This is an optimization exercise on Yosys and OpenROAD, whose aim is small area, not a production implementation.
RTL that was checked went through simulation tests only; none was proved equivalent to the original.

== build 11 ==
==> flow/design.v (excerpt) <==
module Cordic(clk,rst,phase_step,xin,yin,xout,yout);
input clk;
input rst;
input signed [31:0] phase_step;
input signed [15:0] xin,yin;
output signed [21:0] xout,yout;
reg [31:0] phase_acc;
wire [31:0] ap_s;
wire ap_c1;
FA ap_f0 (.a(phase_acc[0]), .b(phase_step[0]), .c(1'b0), .s(ap_s[0]), .co(ap_c1));
wire ap_c2;
FA ap_f1 (.a(phase_acc[1]), .b(phase_step[1]), .c(ap_c1), .s(ap_s[1]), .co(ap_c2));
wire ap_c3;
FA ap_f2 (.a(phase_acc[2]), .b(phase_step[2]), .c(ap_c2), .s(ap_s[2]), .co(ap_c3));
wire ap_c4;
FA ap_f3 (.a(phase_acc[3]), .b(phase_step[3]), .c(ap_c3), .s(ap_s[3]), .co(ap_c4));
wire ap_c5;
FA ap_f4 (.a(phase_acc[4]), .b(phase_step[4]), .c(ap_c4), .s(ap_s[4]), .co(ap_c5));
wire ap_z5;
wire ap_k6;
HA ap_h5 (.a(phase_acc[5]), .b(phase_step[5]), .s(ap_z5), .co(ap_k6));
wire ap_u6;
HA ap_hi5 (.a(ap_z5), .b(ap_c5), .s(ap_s[5]), .co(ap_u6));
wire ap_z6;
wire ap_k7;
FA ap_f6 (.a(phase_acc[6]), .b(phase_step[6]), .c(ap_k6), .s(ap_z6), .co(ap_k7));
wire ap_T6 = ap_z5;
wire ap_u7;
HA ap_hi6 (.a(ap_z6), .b(ap_u6), .s(ap_s[6]), .co(ap_u7));
wire ap_z7;
wire ap_k8;
  ...
export LEC_CHECK = 0
export CAP_MARGIN = 20
export CORE_MARGIN = 2
export CORE_UTILIZATION = 70
export CTS_CLUSTER_DIAMETER = 80
export CTS_CLUSTER_SIZE = 25
export GPL_TIMING_DRIVEN = 0
export SLEW_MARGIN = 20
export SYNTH_HIERARCHICAL = 1
export SYNTH_MINIMUM_KEEP_SIZE = 0
create_clock -name core_clock -period 5.0 [get_ports {clk}]
run.sh (not shown) runs the stock make flow with config.mk's settings and CLKGATE_MAP_FILE= SYNTH_SCRIPT=/design/flow/synth_recipe.tcl, a recipe that flattens the netlist after the stock synthesis.
For build 6, these inputs were changed with respect to build 11:
diff --git a/flow/config.mk b/flow/config.mk
--- a/flow/config.mk
+++ b/flow/config.mk
@@ -13 +12,0 @@
-export GPL_TIMING_DRIVEN = 0
Results
- Build 6 against build 11: critical path depth fell by 2; global-route wire length before repair fell by 14 mm.
- Taking build 11 as the reference point, the count of non-CTS buffers in the layout of build 6 falls by 14%.
- Between build 6 and build 11, the portion of the layout cell area used by clock cells figures differ only marginally.
diff inputs: build 6 => build 10
==> flow/flow/run.sh (new file) <==
#!/bin/bash
# Standard layout, but remove the synthesis buffers at floorplan instead of running the
# floorplan-stage timing repair (which upsizes cells against an unplaced, unbuffered netlist).
set -euo pipefail
bash standard.sh REMOVE_ABC_BUFFERS=1 finish > flow_make.log 2>&1
==> flow/standard.sh (new file) <==
#!/bin/bash
# synth_recipe.tcl (not shown) runs the flow's synth.tcl, then flattens the netlist and writes it again
# the make line also repeats each setting of config.mk as NAME=value (left out here)
make -C /OpenROAD-flow-scripts/flow DESIGN_CONFIG=/design/flow/config.mk WORK_HOME=/design/flow/orfs CLKGATE_MAP_FILE= SYNTH_SCRIPT=/design/flow/synth_recipe.tcl "${@:-finish}"
removed: flow/run.sh
==> comparison <==
Share of the clock period used by the worst path after layout in build 10 is 2.1 points above build 6.
Re largest net degree at the start of global routing: no difference whatsoever between build 6 and build 10.
Looking at clock period minus worst slack, build 10 sits 0.10 ns above build 6.
For the global-route track usage on met1, build 10 came in 2.9 points lower than build 6 did.

Cordic, a different RTL version from the one above (not shown whole).
Size in the first run: roughly 5700 cells after synthesis, ~110 I/O pins, about 70000 um^2 of cells after synthesis.
export LEC_CHECK = 0
export CAP_MARGIN = 20
export CORE_MARGIN = 2
export CORE_UTILIZATION = 70
export CTS_CLUSTER_DIAMETER = 90
export CTS_CLUSTER_SIZE = 30
export SLEW_MARGIN = 20
export SYNTH_HIERARCHICAL = 1
export SYNTH_MINIMUM_KEEP_SIZE = 0
create_clock -name core_clock -period 5.0 [get_ports {clk}]
standard.sh (not shown) runs the stock make flow with config.mk's settings and CLKGATE_MAP_FILE= SYNTH_SCRIPT=/design/flow/synth_recipe.tcl, a recipe that flattens the netlist after the stock synthesis.
==> flow/flow/run.sh <==
#!/bin/bash
# The standard layout (the standard.sh, standard synthesis) with two changes to how
# cells are sized: the synthesis buffers are removed at floorplan instead of running the
# floorplan-stage timing repair on the unplaced netlist, and after global routing cells on
# paths with positive slack are downsized again (RECOVER_POWER). ORFS writes each step's
# full log under orfs/logs; make's own output goes to flow_make.log here.
set -euo pipefail
bash standard.sh REMOVE_ABC_BUFFERS=1 RECOVER_POWER=100 finish > flow_make.log 2>&1
The starting point finished but failed the layout checks on max-capacitance violations, max-slew violations.
Next try:
==> flow/run.sh (new file) <==
#!/bin/bash
# synth_recipe.tcl (not shown) runs the flow's synth.tcl, then flattens the netlist and writes it again
# the make line also repeats each setting of config.mk as NAME=value (left out here)
make -C /OpenROAD-flow-scripts/flow DESIGN_CONFIG=/design/flow/config.mk WORK_HOME=/design/flow/orfs CLKGATE_MAP_FILE= SYNTH_SCRIPT=/design/flow/synth_recipe.tcl finish
--- a/flow/config.mk
+++ b/flow/config.mk
@@ -9,6 +9,6 @@
 export CORE_MARGIN = 2
 export CORE_UTILIZATION = 70
-export CTS_CLUSTER_DIAMETER = 90
-export CTS_CLUSTER_SIZE = 30
+export CTS_CLUSTER_DIAMETER = 80
+export CTS_CLUSTER_SIZE = 25
 export SLEW_MARGIN = 20
 export SYNTH_HIERARCHICAL = 1
removed: flow/flow/run.sh
removed: flow/standard.sh
Outcome: This time the run finished clean; worst setup slack is worse by 0.0085 ns; non-clock buffer count fell by 12.
Next try:
--- a/flow/config.mk
+++ b/flow/config.mk
@@ -8,5 +8,5 @@
 export CAP_MARGIN = 20
 export CORE_MARGIN = 2
-export CORE_UTILIZATION = 70
+export CORE_UTILIZATION = 80
 export CTS_CLUSTER_DIAMETER = 80
 export CTS_CLUSTER_SIZE = 25
What happened:
- utilization rose by 11 points
- wire length rose by roughly a tenth
- first-iteration DRC count rose by a quarter to a third
- sequential cell count is unchanged
- non-clock buffer count rose by 3
- count of clock-buffer cells in the layout fell by 6
- cell area hardly moves
- register-to-register slack is worse by 0.03 ns
Next try:
==> flow/flow/run.sh (new file) <==
#!/bin/bash
# The standard layout (the standard.sh, standard synthesis) with one change to how cells
# are sized: the synthesis buffers are removed at floorplan instead of running the
# floorplan-stage timing repair on the unplaced netlist. ORFS writes each step's full log
# under orfs/logs; make's own output goes to flow_make.log here.
set -euo pipefail
bash standard.sh REMOVE_ABC_BUFFERS=1 finish > flow_make.log 2>&1
==> flow/standard.sh (new file) <==
#!/bin/bash
# synth_recipe.tcl (not shown) runs the flow's synth.tcl, then flattens the netlist and writes it again
# the make line also repeats each setting of config.mk as NAME=value (left out here)
make -C /OpenROAD-flow-scripts/flow DESIGN_CONFIG=/design/flow/config.mk WORK_HOME=/design/flow/orfs CLKGATE_MAP_FILE= SYNTH_SCRIPT=/design/flow/synth_recipe.tcl "${@:-finish}"
--- a/flow/config.mk
+++ b/flow/config.mk
@@ -8,7 +8,7 @@
 export CAP_MARGIN = 20
 export CORE_MARGIN = 2
-export CORE_UTILIZATION = 80
-export CTS_CLUSTER_DIAMETER = 80
-export CTS_CLUSTER_SIZE = 25
+export CORE_UTILIZATION = 70
+export CTS_CLUSTER_DIAMETER = 90
+export CTS_CLUSTER_SIZE = 30
 export SLEW_MARGIN = 20
 export SYNTH_HIERARCHICAL = 1
removed: flow/run.sh
Effect: Synthesized cell count is unchanged. Design area decreases by 0.31%. Maximum frequency rose by 0.78%. Worst setup slack gets better by 0.038 ns. Routed wire length falls by 11%. Synthesized area does not change. Clock-buffer cell count drops by 17. Final cell count came out higher by 2.0%. First-iteration DRC count came out lower by 19%. Global-route usage came out lower by 6.4 points.

## build 56
Another version of the RTL of Cordic (not shown whole).
Size in the first run: ~1400 flip-flops, ~110 I/O pins.
clock: 5.0 ns
lec_check: 0
cap_margin: 20
core_margin: 2
core_utilization: 40
cts_buf_list: sky130_fd_sc_hd__clkbuf_4 sky130_fd_sc_hd__clkbuf_8
cts_cluster_size: 40
slew_margin: 20
synth_hierarchical: 1
synth_minimum_keep_size: 0
run.sh (not shown) runs the stock make flow with config.mk's settings and CLKGATE_MAP_FILE= SYNTH_SCRIPT=/design/flow/synth_recipe.tcl, a recipe that flattens the netlist after the stock synthesis.
Stock flow here: none of the scripts above is used.
> inputs changed (build 56 -> build 59)
- CTS_BUF_LIST: sky130_fd_sc_hd__clkbuf_4 sky130_fd_sc_hd__clkbuf_8 -> unset
- CTS_CLUSTER_SIZE: 40 -> unset
--- outcome ---
~same final area in build 59 and build 56
As far as final hold slack is concerned, build 59 and build 56 perform about the same.
The later-pin clock latency in the skew report number comes out lower for build 59 vs build 56.
There was hardly any difference in global routing usage summed across all routing layers between build 59 and build 56.
Input-level comparison between build 63 and build 59:
- CTS_CLUSTER_DIAMETER now 100, previously not set
- CTS_CLUSTER_SIZE now 30, previously not set
### Flow results
Compared with build 59, in build 63 detailed route wirelength on metal3 has decreased; final worst setup slack has decreased. In the flow results for build 59 and build 63, the clock latency at the later pin of the worst-skew pair is smaller on build 63. Looking at clock transition at the registers of the reported paths across build 59 and build 63, the one that comes out higher is build 63. Global-route usage in build 63 vs build 59: down 0.27 points. Delta(number of global-route vias before repair, build 63 - build 59) < 0. Hold slack in build 63 is 0.015 ns lower than in build 59.
diff inputs: build 63 => build 95
- changing CORE_UTILIZATION from 40 to 60
Notes after the runs:
[compare] base=build 63 new=build 95: TritonCTS buffer count went down by about 17%; non-clock buffer count moved down; routed length on met2 now smaller. Looking at source of the critical timing path, the Z14[17] result is from build 63; the Z6[25] one comes from build 95. Compared with build 63, global-route wire length before repair in build 95 increased by a few percent. Maximum frequency of build 95 is on par with build 63. The final period demand of the worst path of build 95 is lower than that of build 63. Build 95 ended up with a lower cell area after placement than build 63 did. Against build 63, build 95 comes in 0.75 points higher on sequential share of layout area.
No functional check of the RTL was part of any run of this note.

Setup of build 3:
Cordic with an RTL version that a note above also has.
For scale: roughly 1400 flip-flops, ~110 I/O pins, about 70000 µm² of cells after synthesis.
==> flow/design.v (excerpt) <==
module Cordic(clk,rst,phase_step,xin,yin,xout,yout);
input clk;
input rst;
input signed [31:0] phase_step;
input signed [15:0] xin,yin;
output signed [21:0] xout,yout;
reg [31:0] phase_acc;
wire [31:0] ap_s;
wire ap_c1;
FA ap_f0 (.a(phase_acc[0]), .b(phase_step[0]), .c(1'b0), .s(ap_s[0]), .co(ap_c1));
wire ap_c2;
FA ap_f1 (.a(phase_acc[1]), .b(phase_step[1]), .c(ap_c1), .s(ap_s[1]), .co(ap_c2));
wire ap_c3;
FA ap_f2 (.a(phase_acc[2]), .b(phase_step[2]), .c(ap_c2), .s(ap_s[2]), .co(ap_c3));
wire ap_c4;
FA ap_f3 (.a(phase_acc[3]), .b(phase_step[3]), .c(ap_c3), .s(ap_s[3]), .co(ap_c4));
wire ap_c5;
FA ap_f4 (.a(phase_acc[4]), .b(phase_step[4]), .c(ap_c4), .s(ap_s[4]), .co(ap_c5));
wire ap_z5;
wire ap_k6;
HA ap_h5 (.a(phase_acc[5]), .b(phase_step[5]), .s(ap_z5), .co(ap_k6));
wire ap_u6;
HA ap_hi5 (.a(ap_z5), .b(ap_c5), .s(ap_s[5]), .co(ap_u6));
wire ap_z6;
wire ap_k7;
FA ap_f6 (.a(phase_acc[6]), .b(phase_step[6]), .c(ap_k6), .s(ap_z6), .co(ap_k7));
wire ap_T6 = ap_z5;
wire ap_u7;
HA ap_hi6 (.a(ap_z6), .b(ap_u6), .s(ap_s[6]), .co(ap_u7));
wire ap_z7;
wire ap_k8;
FA ap_f7 (.a(phase_acc[7]), .b(phase_step[7]), .c(ap_k7), .s(ap_z7), .co(ap_k8));
wire ap_T7 = ap_T6 & ap_z6;
XO ap_x7 (.a(ap_z7), .b(ap_u7), .y(ap_s[7]));
wire ap_z8;
wire ap_k9;
FA ap_f8 (.a(phase_acc[8]), .b(phase_step[8]), .c(ap_k8), .s(ap_z8), .co(ap_k9));
wire ap_T8 = ap_T7 & ap_z7;
wire ap_u8 = ap_c5 & ap_T8;
wire ap_u9;
HA ap_hi8 (.a(ap_z8), .b(ap_u8), .s(ap_s[8]), .co(ap_u9));
wire ap_z9;
wire ap_k10;
FA ap_f9 (.a(phase_acc[9]), .b(phase_step[9]), .c(ap_k9), .s(ap_z9), .co(ap_k10));
wire ap_T9 = ap_T8 & ap_z8;
wire ap_u10;
HA ap_hi9 (.a(ap_z9), .b(ap_u9), .s(ap_s[9]), .co(ap_u10));
wire ap_z10;
wire ap_k11;
  ...
clock: 5.0 ns
lec_check: 0
cap_margin: 20
core_margin: 2
core_utilization: 70
cts_cluster_diameter: 90
cts_cluster_size: 30
slew_margin: 20
synth_hierarchical: 1
synth_minimum_keep_size: 0
Here is what was changed in the inputs of build 40 compared with build 3.
- CTS_CLUSTER_SIZE changed from 30 to 25
- CTS_CLUSTER_DIAMETER changed from 90 to 80
==> flow/flow/run.sh (new file) <==
#!/bin/bash
# The standard layout (the standard.sh, standard synthesis) with two changes to how
# cells are sized: the synthesis buffers are removed at floorplan instead of running the
# floorplan-stage timing repair on the unplaced netlist, and after global routing cells on
# paths with positive slack are downsized again (RECOVER_POWER). ORFS writes each step's
# full log under orfs/logs; make's own output goes to flow_make.log here.
set -euo pipefail
bash standard.sh REMOVE_ABC_BUFFERS=1 RECOVER_POWER=100 finish > flow_make.log 2>&1
==> flow/standard.sh (new file) <==
#!/bin/bash
# synth_recipe.tcl (not shown) runs the flow's synth.tcl, then flattens the netlist and writes it again
# the make line also repeats each setting of config.mk as NAME=value (left out here)
make -C /OpenROAD-flow-scripts/flow DESIGN_CONFIG=/design/flow/config.mk WORK_HOME=/design/flow/orfs CLKGATE_MAP_FILE= SYNTH_SCRIPT=/design/flow/synth_recipe.tcl "${@:-finish}"
removed: flow/run.sh
Results
Compared with build 3, final layout net count in build 40 increased slightly.
Delta(worst slew slack as a fraction of its limit, build 40 - build 3) < 0
On routed wire length, build 40 tracks build 3 almost exactly.
Measured against each other, build 3 and build 40 differ in count of clock buffers in the final design, the higher figure coming from build 40.
Build 40: flow completed, timing, DRC and antenna clean
In the metrics for build 3 and build 40, the one carrying the higher detail-routed via count per cell is build 3.
Build 40: average detailed-routed wire length per instance about 0.5% below build 3

## old
Another version of the RTL of Cordic (not shown whole).
Size: ~6200 cells after synthesis, ~1400 flip-flops, about 0.073 mm2 of cells after synthesis.
Settings: LEC_CHECK=0, CAP_MARGIN=20, CORE_MARGIN=2, CORE_UTILIZATION=70, CTS_CLUSTER_DIAMETER=100, CTS_CLUSTER_SIZE=30, SLEW_MARGIN=20, SYNTH_HIERARCHICAL=1, SYNTH_MINIMUM_KEEP_SIZE=0; clock period 5.0 ns.
Stock flow here: none of the scripts above is used.
old went all the way through the flow, and no timing, DRC or antenna check failed.
> inputs changed (old -> new)
Settings: CTS_CLUSTER_DIAMETER: 100 -> 80; CTS_CLUSTER_SIZE: 30 -> 25.
==> run summary <==
new ended with every stage complete and zero timing, DRC or antenna violations. Diff old -> new: growth of design area from synthesis to finish went up 0.64 points. First-pass GRT wire length of old is on par with new. When new is set beside old, its final-layout worst hold slack turns out to be 0.0045 ns smaller. Cell area after synthesis came out exactly the same in new and old. Against old, new comes in about 0.6% higher on design area. Compared new vs old, and arrival time reported for the critical path endpoint is down in new.

static timing again, ports no longer ideal:
In the flow no input, the clock included, has a driving cell. The finished layouts below were timed again as built, in two steps.
Step 1 assumes that a clkbuf_16 drives the clock port and a buf_2 every other input.
Step 2 also shifts input and output timing later by t, the mid clock arrival at the registers, as if the neighbouring blocks saw the same clock.
a / b / c = ideal / step 1 / step 2; a / b = the first two.
run | t, ns | setup slack, ns | worst setup path after step 2 | slew at the worst register clock pin (ns) | worst data-port slew with drivers (ns)
build 11 | 0.726 | 0.041 / 0.041 / -0.466 | input to register | 0.11 / 0.11 | 0.06
build 6 | 0.732 | 0.162 / 0.162 / -0.503 | input to register | 0.10 / 0.10 | 0.05
build 10 | 0.726 | 0.058 / 0.058 / -0.486 | input to register | 0.10 / 0.10 | 0.06
the first run of note 2 | 0.760 | 0.137 / 0.137 / -0.563 | input to register | 0.11 / 0.11 | 0.10
the second run of note 2 | 0.720 | 0.128 / 0.128 / -0.521 | input to register | 0.10 / 0.10 | 0.09
the third run of note 2 | 0.707 | 0.094 / 0.094 / -0.479 | input to register | 0.11 / 0.11 | 0.10
the fourth run of note 2 | 0.758 | 0.132 / 0.132 / -0.554 | input to register | 0.11 / 0.11 | 0.10
build 56 | 1.010 | 0.123 / 0.123 / 0.123 | register to register | 0.07 / 0.07 | 0.08
build 59 | 0.839 | 0.155 / 0.155 / 0.155 | register to register | 0.06 / 0.06 | 0.09
build 63 | 0.790 | 0.145 / 0.145 / 0.145 | register to register | 0.12 / 0.12 | 0.08
build 95 | 0.768 | 0.153 / 0.153 / 0.153 | register to register | 0.12 / 0.12 | 0.06
build 3 | 0.768 | 0.148 / 0.148 / -0.540 | input to register | 0.12 / 0.12 | 0.09
build 40 | 0.716 | 0.128 / 0.128 / -0.472 | input to register | 0.10 / 0.10 | 0.12
old | 0.766 | 0.118 / 0.118 / -0.343 | input to register | 0.12 / 0.12 | 0.05
new | 0.728 | 0.135 / 0.135 / -0.359 | input to register | 0.11 / 0.11 | 0.05
The setup slack of the first run of note 2, which loses most, moves by 0.000 ns with the drivers and by -0.700 ns with both steps.
